From an optimization exercise on the open Yosys and OpenROAD flow, aimed at small area; shortcuts taken in it are not production practice. The RTL was checked by simulation tests, not by an equivalence proof against the original design. Power is estimated from default activity; no workload was simulated.

==> flow/run.sh <==
#!/bin/bash
# synth_recipe.tcl (not shown) runs the flow's synth.tcl, then flattens the netlist and writes it again
# the make line also repeats each setting of config.mk as NAME=value (left out here)
make -C /OpenROAD-flow-scripts/flow DESIGN_CONFIG=/design/flow/config.mk WORK_HOME=/design/flow/orfs CLKGATE_MAP_FILE= SYNTH_SCRIPT=/design/flow/synth_recipe.tcl finish
==> flow/config.mk <==
export PLATFORM = sky130hd
export DESIGN_NAME = dummy_top
export DESIGN_NICKNAME = dummy_top
export VERILOG_FILES = /design/flow/design.v
export SDC_FILE = /design/flow/constraint.sdc
export NUM_CORES = 4
export LEC_CHECK = 0
export CAP_MARGIN = 20
export CORE_MARGIN = 2
export CORE_UTILIZATION = 40
export SETUP_SLACK_MARGIN = 0.4
export SLEW_MARGIN = 20
==> flow/constraint.sdc <==
create_clock -name core_clock -period 6.0 [get_ports {clk_i}]
set_input_delay 1.2000 -clock core_clock [delete_from_list [all_inputs] [get_ports {clk_i}]]
set_output_delay 1.2000 -clock core_clock [all_outputs]
set_load 0.01 [all_outputs]
==> flow/design.v <==
package dummy_pkg;
  typedef enum logic {
    MODE_PIPE,
    MODE_ITER
  } coproc_ctl_t;
  typedef logic tag_t;
  typedef enum logic [1:0] {
    RES_SEL_COMB,
    RES_SEL_PIPE,
    RES_SEL_ITER
  } res_sel_t;
endpackage : dummy_pkg
module dummy_cu (
  input logic clk_i,
  input logic rst_ni,
  input logic flush_i,
  input  logic                   valid_i,
  output logic                   ready_o,
  input  logic                   ctl_i,     
  output logic                   valid_o,
  input  logic                   ready_i,
  input  logic                comb_mode_i,      
  input  logic                iter_tc_i,        
  input  logic                pipe_busy_i,      
  input  logic                pipe_valid_i,     
  output logic                iter_reg_en_o,    
  output logic                iter_cnt_en_o,    
  output logic                iter_cnt_clr_o,   
  output logic                pipe_en_o,        
  output dummy_pkg::res_sel_t res_sel_o         
);
  typedef enum logic [2:0] {
    RESET,
    IDLE,
    IDLE_PIPE,
    WAIT_ITER,
    WAIT_CORE
  } fsm_state_t;
  fsm_state_t curr_state, next_state;
  always_comb begin : fsm_state_prog
    unique case (curr_state)
      RESET:   next_state = IDLE;
      IDLE: begin
        if (comb_mode_i) next_state = IDLE;   
        else begin
          unique case (ctl_i)
            dummy_pkg::MODE_PIPE: begin
              if (valid_i) next_state = IDLE_PIPE;
              else next_state = IDLE;
            end
            default: begin   
              if (valid_i) next_state = WAIT_ITER;
              else next_state = IDLE;
            end
          endcase
        end
      end
      IDLE_PIPE: begin
        if (!pipe_busy_i && !(ctl_i == dummy_pkg::MODE_PIPE && valid_i)) next_state = IDLE;
        else next_state = IDLE_PIPE;
      end
      WAIT_ITER: begin
        if (iter_tc_i) begin
          if (ready_i) next_state = IDLE;
          else next_state = WAIT_CORE;
        end else next_state = WAIT_ITER;
      end
      WAIT_CORE: begin
        if (ready_i) next_state = IDLE;
        else next_state = WAIT_CORE;
      end
      default: next_state = RESET;
    endcase
  end
  always_comb begin : fsm_out_net
    valid_o        = 1'b0;
    ready_o        = 1'b0;
    iter_reg_en_o  = 1'b0;
    iter_cnt_en_o  = 1'b0;
    iter_cnt_clr_o = 1'b0;
    pipe_en_o      = 1'b0;
    res_sel_o      = dummy_pkg::RES_SEL_COMB;
    unique case (curr_state)
      IDLE: begin
        res_sel_o = dummy_pkg::RES_SEL_COMB;
        if (comb_mode_i) begin
          valid_o = valid_i;
          ready_o = ready_i;
        end else begin
          valid_o = 1'b0;
          ready_o = 1'b1;
          unique case (ctl_i)
            dummy_pkg::MODE_PIPE: pipe_en_o = valid_i;
            default: begin   
              iter_reg_en_o = valid_i;
              iter_cnt_en_o = valid_i;
            end
          endcase
        end
      end
      IDLE_PIPE: begin
        valid_o   = pipe_valid_i;
        pipe_en_o = ready_i;   
        res_sel_o = dummy_pkg::RES_SEL_PIPE;
        unique case (ctl_i)
          dummy_pkg::MODE_PIPE: ready_o = ready_i;
          default:   ready_o = 1'b0;   
        endcase
      end
      WAIT_ITER: begin
        valid_o        = iter_tc_i;
        ready_o        = 1'b0;
        iter_cnt_en_o  = 1'b1;
        iter_cnt_clr_o = iter_tc_i & ready_i;
        res_sel_o      = dummy_pkg::RES_SEL_ITER;
      end
      WAIT_CORE: begin
        valid_o        = 1'b1;
        ready_o        = 1'b0;
        iter_cnt_clr_o = ready_i;
        res_sel_o      = dummy_pkg::RES_SEL_ITER;
      end
      default: ;   
    endcase
  end
  always_ff @(posedge clk_i or negedge rst_ni) begin : fsm_state_upd
    if (!rst_ni) curr_state <= RESET;
    else if (flush_i) curr_state <= RESET;
    else curr_state <= next_state;
  end
endmodule
module dummy_top #(
  parameter int unsigned DATA_WIDTH = 32,
  parameter int unsigned MAX_LATENCY = 32,   
  parameter int unsigned MAX_PIPE_DEPTH = 32,
  localparam int unsigned IterCntW = $clog2(MAX_LATENCY),
  localparam int unsigned PipeIdxW = $clog2(MAX_PIPE_DEPTH) + 1
) (
  input logic clk_i,
  input logic rst_ni,
  input logic flush_i,
  input  logic                                    valid_i,
  output logic                                    ready_o,
  input  logic                                    ctl_i,     
  input  dummy_pkg::tag_t                                    tag_i,     
  input  logic                   [DATA_WIDTH-1:0] rs1_i,     
  input  logic                   [DATA_WIDTH-1:0] rs2_i,     
  output logic                  valid_o,
  input  logic                  ready_i,
  output dummy_pkg::tag_t                  tag_o,     
  output logic [DATA_WIDTH-1:0] rd_o       
);
  logic     [DATA_WIDTH-1:0] res_d;
  logic                      comb_mode;
  dummy_pkg::res_sel_t                  res_sel;
  logic                      iter_reg_en;
  logic     [DATA_WIDTH-1:0] iter_res_q;
  dummy_pkg::tag_t                      iter_tag_q;
  logic                      iter_cnt_en;
  logic                      iter_cnt_clr;
  logic                      iter_cnt_tc;
  logic     [  IterCntW-1:0] iter_cnt_q;
  logic [IterCntW-1:0] iter_thr_d, iter_thr_q;
  logic [      PipeIdxW-1:0] pipe_idx;
  logic                      pipe_en;
  logic                      pipe_valid_q   [MAX_PIPE_DEPTH+1];
  logic [MAX_PIPE_DEPTH-1:0] pipe_valid_a;
  logic [    DATA_WIDTH-1:0] pipe_data_q    [MAX_PIPE_DEPTH+1];
  dummy_pkg::tag_t                      pipe_tag_q     [MAX_PIPE_DEPTH+1];
  logic                      pipe_valid;
  logic [    DATA_WIDTH-1:0] pipe_data;
  dummy_pkg::tag_t                      pipe_tag;
  logic [MAX_PIPE_DEPTH-1:0] pipe_busy_mask;
  logic [MAX_PIPE_DEPTH-1:0] pipe_active;
  logic                      pipe_busy;
  dummy_cu u_dummy_cu (
    .clk_i         (clk_i),
    .rst_ni        (rst_ni),
    .flush_i       (flush_i),
    .valid_i       (valid_i),
    .ready_o       (ready_o),
    .ctl_i         (ctl_i),
    .valid_o       (valid_o),
    .ready_i       (ready_i),
    .comb_mode_i   (comb_mode),
    .iter_tc_i     (iter_cnt_tc),
    .pipe_busy_i   (pipe_busy),
    .pipe_valid_i  (pipe_valid),
    .iter_reg_en_o (iter_reg_en),
    .iter_cnt_en_o (iter_cnt_en),
    .iter_cnt_clr_o(iter_cnt_clr),
    .pipe_en_o     (pipe_en),
    .res_sel_o     (res_sel)
  );
  assign comb_mode = rs2_i == '0;   
  assign res_d     = rs1_i;
  always_ff @(posedge clk_i or negedge rst_ni) begin : iter_reg
    if (!rst_ni) begin
      iter_res_q <= 0;
      iter_tag_q <= 0;
    end else if (flush_i) begin
      iter_res_q <= 0;
      iter_tag_q <= 0;
    end else if (iter_reg_en) begin
      iter_res_q <= res_d;
      iter_tag_q <= tag_i;
    end
  end
  always_ff @(posedge clk_i or negedge rst_ni) begin : iter_cnt
    if (!rst_ni) iter_cnt_q <= 0;
    else if (flush_i || iter_cnt_clr) iter_cnt_q <= 0;
    else if (iter_cnt_en) iter_cnt_q <= iter_cnt_q + 1;
  end
  assign iter_cnt_tc = iter_cnt_q == iter_thr_q;
  assign iter_thr_d  = rs2_i[IterCntW-1:0];
  always_ff @(posedge clk_i or negedge rst_ni) begin : iter_thr_reg
    if (!rst_ni) iter_thr_q <= 0;
    else if (flush_i) iter_thr_q <= 0;
    else if (iter_reg_en) iter_thr_q <= iter_thr_d;
  end
  assign pipe_idx        = rs2_i[PipeIdxW-1:0];
  assign pipe_valid_q[0] = valid_i;
  assign pipe_data_q[0]  = res_d;
  assign pipe_tag_q[0]   = tag_i;
  generate
    for (genvar i = 1; i <= MAX_PIPE_DEPTH; i++) begin : gen_pipe_regs
      always_ff @(posedge clk_i or negedge rst_ni) begin
        if (!rst_ni) begin
          pipe_valid_q[i] <= 0;
          pipe_data_q[i]  <= 0;
          pipe_tag_q[i]   <= 0;
        end else if (flush_i) begin
          pipe_valid_q[i] <= 0;
          pipe_data_q[i]  <= 0;
          pipe_tag_q[i]   <= 0;
        end else if (pipe_en) begin
          pipe_valid_q[i] <= pipe_valid_q[i-1];
          pipe_data_q[i]  <= pipe_data_q[i-1];
          pipe_tag_q[i]   <= pipe_tag_q[i-1];
        end
      end
    end
  endgenerate
  assign pipe_valid = pipe_valid_q[pipe_idx];
  assign pipe_data  = pipe_data_q[pipe_idx];
  assign pipe_tag   = pipe_tag_q[pipe_idx];
  always_comb begin : pipe_busy_mask_gen
    for (int unsigned i = 0; i < MAX_PIPE_DEPTH; i++) begin
      pipe_busy_mask[i] = (i < pipe_idx) ? 1 : 0;
    end
  end
  generate
    for (genvar i = 0; i < MAX_PIPE_DEPTH; i++) begin : gen_pipe_valid
      assign pipe_valid_a[i] = pipe_valid_q[i+1];
    end
  endgenerate
  assign pipe_active = (pipe_busy_mask >> 1) & pipe_valid_a[MAX_PIPE_DEPTH-1:0];
  assign pipe_busy   = |pipe_active;
  always_comb begin : res_mux
    case (res_sel)
      dummy_pkg::RES_SEL_PIPE: begin
        tag_o = pipe_tag;
        rd_o  = pipe_data;
      end
      dummy_pkg::RES_SEL_ITER: begin
        tag_o = iter_tag_q;
        rd_o  = iter_res_q;
      end
      default: begin   
        tag_o = tag_i;
        rd_o  = res_d;
      end
    endcase
  end
endmodule
==> results.json <==
{
  "status": "no timing/DRC/antenna violations",
  "clock_power_share_pct": 44.1,
  "rsz0062_at_grt": "true",
  "ctsHtreeMaxLevel": 3,
  "post-place-ws_ps": 3.64,
  "fmax_ghz": 0.178,
  "gr-total-overflow": 0,
  "reg2reg_depth": 7,
  "drive_above_1_share_pct": 9.69,
  "peakVddDrop_mv": 0.250,
  "setup-tns-final_ps": 0,
  "slew_violations": 0,
  "drt-wirelength-per-cell_um": 24.0,
  "fin_crit_ps": 5610,
  "grt_pass1_vias": 43400,
  "clock_skew_ps": 23.1,
  "first_iter_violations": 5501,
  "drtAntennaViolNets": 0,
  "core_um2": 137000,
  "synth_cells": 6175,
  "synth_edf_count": 0,
  "drv_cap": 0,
  "viasPerCell": 5.70,
  "num_vias": 46000,
  "yosysSeqAreaShare_pct": 51.2,
  "synth_ff_type": "dfrtp_1",
  "power_frac_seq_pct": 46.0,
  "drc_errors": 0,
  "grt_max_degree": 276,
  "startpoint_type": "primary input",
  "num_rows": 136,
  "grt_pass1_wl_mm": 289,
  "dr.pass1.iters": 8,
  "antenna_found_initial": 3,
  "hp-class": "in -> async",
  "syn_nets": 6249,
  "die_h_um": 376,
  "async_reset_ff_share_pct": 100,
  "yosys_warnings": 5,
  "syn-cell-area_um2": 55400,
  "yosys.area.top_type": "dfrtp_1",
  "endpoint": "rd_o[5]",
  "ys_types": 72,
  "die_w_um": 376,
  "cp-end-kind": "output port",
  "cellPowerDensity_nw_per_um2": 266,
  "critical_path_class": "in -> out",
  "cts.sinks": 1134,
  "timing.rr.end": "pipe_data_q[11][13]$_DFFE_PN0P_",
  "r2r_start": "u_dummy_cu.curr_state[1]$_DFF_PN0_",
  "yosysTopAreaCellShare_pct": 51.2,
  "synth-seq-cells": 1134,
  "port_buffers": 105,
  "syn_area_per_cell_um2": 8.98,
  "fin_util_pct": 46.7,
  "ctsLongestPathBuffers": 3,
  "cts_tree": "built",
  "worst_ep_required_time_ps": 4800,
  "io_pins": 106,
  "initial_core_util_pct": 40.3,
  "grt.total_usage_pct": 26.9,
  "clk_latency_ps": 760,
  "die_area_um2": 142000,
  "ff2ff_setup_slack_ps": 3270,
  "nets": 6257,
  "cts_root_buf": "clkbuf_16",
  "cp.arrival_ps": 4410,
  "seq_area_um2": 28400,
  "hold_viol_final": 0,
  "netSwitchingFraction_pct": 26.4,
  "place.gp.congestion": 0.907,
  "fin_crit_sh_pct": 93.5,
  "relSlewSlack_pct": 23.7,
  "finalWorstSetupSlack_ps": 391,
  "cp_max_fo": 11,
  "area_delta_synth_final_pct": 15.8,
  "cts_made_buffers": 121,
  "setup_viol": 0,
  "p_switching_mw": 4.50,
  "synth_area_leaders": "dfrtp_1 (51%), nand2b_1 (12%), nand2_1 (8.2%), o21ai_0 (8.1%), a22oi_1 (5.4%)",
  "multi_input_area_um2": 24900,
  "totalWireLength_mm": 194,
  "fillers": 12900,
  "p_leak_nw": 26.5,
  "path_clk_slew_ps": 60,
  "dpl.hpwl_mm": 123,
  "crit_start": "rs2_i[1]",
  "tightest_slew_ps": 1140,
  "internal_power_mw": 12.6,
  "combinationalPowerShare_pct": 9.9
}
[critical path, stage by stage]
cell and delay [ps]:
buf_2 390, and2_2 430, buf_4 280, and2_2 210, buf_4 310, a22oi_1 160
nand4_1 140, nor4_4 80, a222oi_1 460, buf_4 190, clkdlybuf4s50_1 530
[flip-flops by register name (all words and copies together), names as in the netlist]
name,cells
iter_thr_q,5
pipe_data_q,1024
iter_res_q,32
iter_cnt_q,5
pipe_tag_q,32
pipe_valid_q,32
u_dummy_cu.curr_state,3
iter_tag_q,1
[per-layer routing]
layer | share of wire, % | vias to the layer above | GRT usage, % | routed length, um
li1 | - | 21200 | - | -
met1 | 43 | 22600 | 37.3 | 82900
met2 | 45 | 1835 | 41.7 | 88000
met3 | 7.2 | 412 | 4.12 | 14000
met4 | 4.5 | 0 | 12.1 | 8740
met5 | 0 | - | 0 | 0
[worst min-delay path by stage]
stage | start | end | cells past startpoint
floorplan | pipe_data_q[32][17]$_DFFE_PN0P_ | pipe_data_q[32][17]$_DFFE_PN0P_ | 2
global placement | pipe_data_q[32][22]$_DFFE_PN0P_ | pipe_data_q[32][22]$_DFFE_PN0P_ | 2
detailed placement | pipe_data_q[32][24]$_DFFE_PN0P_ | pipe_data_q[32][24]$_DFFE_PN0P_ | 2
CTS | rst_ni | pipe_data_q[24][16]$_DFFE_PN0P_ | 1
global route | rst_ni | pipe_data_q[24][16]$_DFFE_PN0P_ | 1
finish | rst_ni | pipe_data_q[24][16]$_DFFE_PN0P_ | 1
[cell type report]
class / instances / share of cell area [%]
Timing Repair Buffer: 412 / 7.18
Tap cell: 1794 / 3.50
Clock inverter: 45 / 0.645
Sequential cell: 1134 / 44.2
Multi-Input combinational cell: 4488 / 38.8
Antenna cell: 3 / 0.0117
Inverter: 26 / 0.152
Clock buffer: 177 / 5.48
[power groups by stage]
stage	Combinational [mW]	Clock [mW]	Sequential [mW]
after global routing	1.82	7.95	7.85
after floorplan	0.894	0	7.95
final	1.70	7.52	7.85
after global placement	1.65	0	7.98
after CTS	1.68	7.65	7.84
after detailed placement	1.66	0	7.98
[timing repair]
item,CTS,global route
gates cloned,3,2
resized for setup,45,56
buffers inserted,20,17
hold buffers,0,0
pin swaps,8,14
endpoints found under the setup margin,30,33
hold endpoints to repair,0,0
[logic make-up (layout without fill, tap and decap cells)]
group	after synthesis	after routing	synth area share [%]
simple gates	2698	2698	24.6
other cells	0	3	0
mux	26	26	0.560
buf+inv	553	660	4.63
fa+ha+maj	3	3	0.0677
xor+xnor	9	9	0.142
flops	1134	1134	51.2
compound gates	1752	1752	18.8
[layout by cell type, fill, tap and decap left out, drive strengths merged, types with 25 or more instances in the layout]
cell type | netlist | final
a21oi | 53 | 53
a22o | 40 | 40
nand4 | 83 | 83
clkinv | 0 | 28
nor4 | 32 | 32
a2111oi | 25 | 25
clkbuf | 326 | 178
nand2 | 1214 | 1214
and3 | 78 | 78
nand3 | 48 | 48
nor2 | 94 | 94
a22oi | 399 | 399
clkdlybuf4s50 | 0 | 92
o21ai | 1111 | 1111
a221oi | 30 | 30
buf | 201 | 307
inv | 26 | 32
dfrtp | 1134 | 1134
and2 | 31 | 31
nand2b | 1068 | 1068
[cells in the mapped netlist, drive strengths merged (3+ instances only)]
library cell,n
dfrtp,1134
nor2,94
nand2b,1068
ha,3
a32o,3
xor2,3
xnor2,6
nand3,48
a21oi,53
a2111oi,25
a21boi,8
o221a,8
o31ai,24
and2,31
or3,3
nor4,32
o31a,3
nand2,1214
buf,201
a31oi,12
a221o,3
mux4,4
nor4b,3
and4,5
a22oi,399
mux2i,22
a222oi,8
a22o,40
or2,4
and3,78
or4,9
o21ai,1111
a221oi,30
a21o,7
nand4,83
nor3,14
clkbuf,326
inv,26
[per-stage QoR]
step | area, um^2 | hold WS (ps) | total power, mW | cells
2_1_floorplan | 55400 | 444 | 8.84 | 6175
3_3_place_gp | 59400 | 461 | 9.63 | 7812
3_5_place_dp | 59400 | 474 | 9.63 | 7812
4_1_cts | 63800 | 447 | 17.2 | 8057
5_1_grt | 64200 | 484 | 17.6 | 8077
6_report | 64200 | 467 | 17.1 | 8079

[static timing again, ports no longer ideal]
The results above use ideal ports. As a check the final layout listed here was re-extracted and re-timed, cells and wires unchanged.
Step 1: set_driving_cell puts a clkbuf_16 on clk_i and a buf_2 on each other input, an assumption about the parent block.
Step 2 moves the port delays by t, midway between the first and last clock arrival at a register: inputs arrive t later, outputs are due t later. That takes back most of the time a late clock gives input paths.
Three values: no drivers, after step 1, after step 2; two values: the first two.
t (ns): 0.823
slack for setup (ns): 0.391 / 0.364 / 0.364
worst setup path after step 2: input to output
After both steps this run still meets setup and hold. The setup slack of this run moves by -0.027 ns with the drivers and by -0.027 ns with both steps.
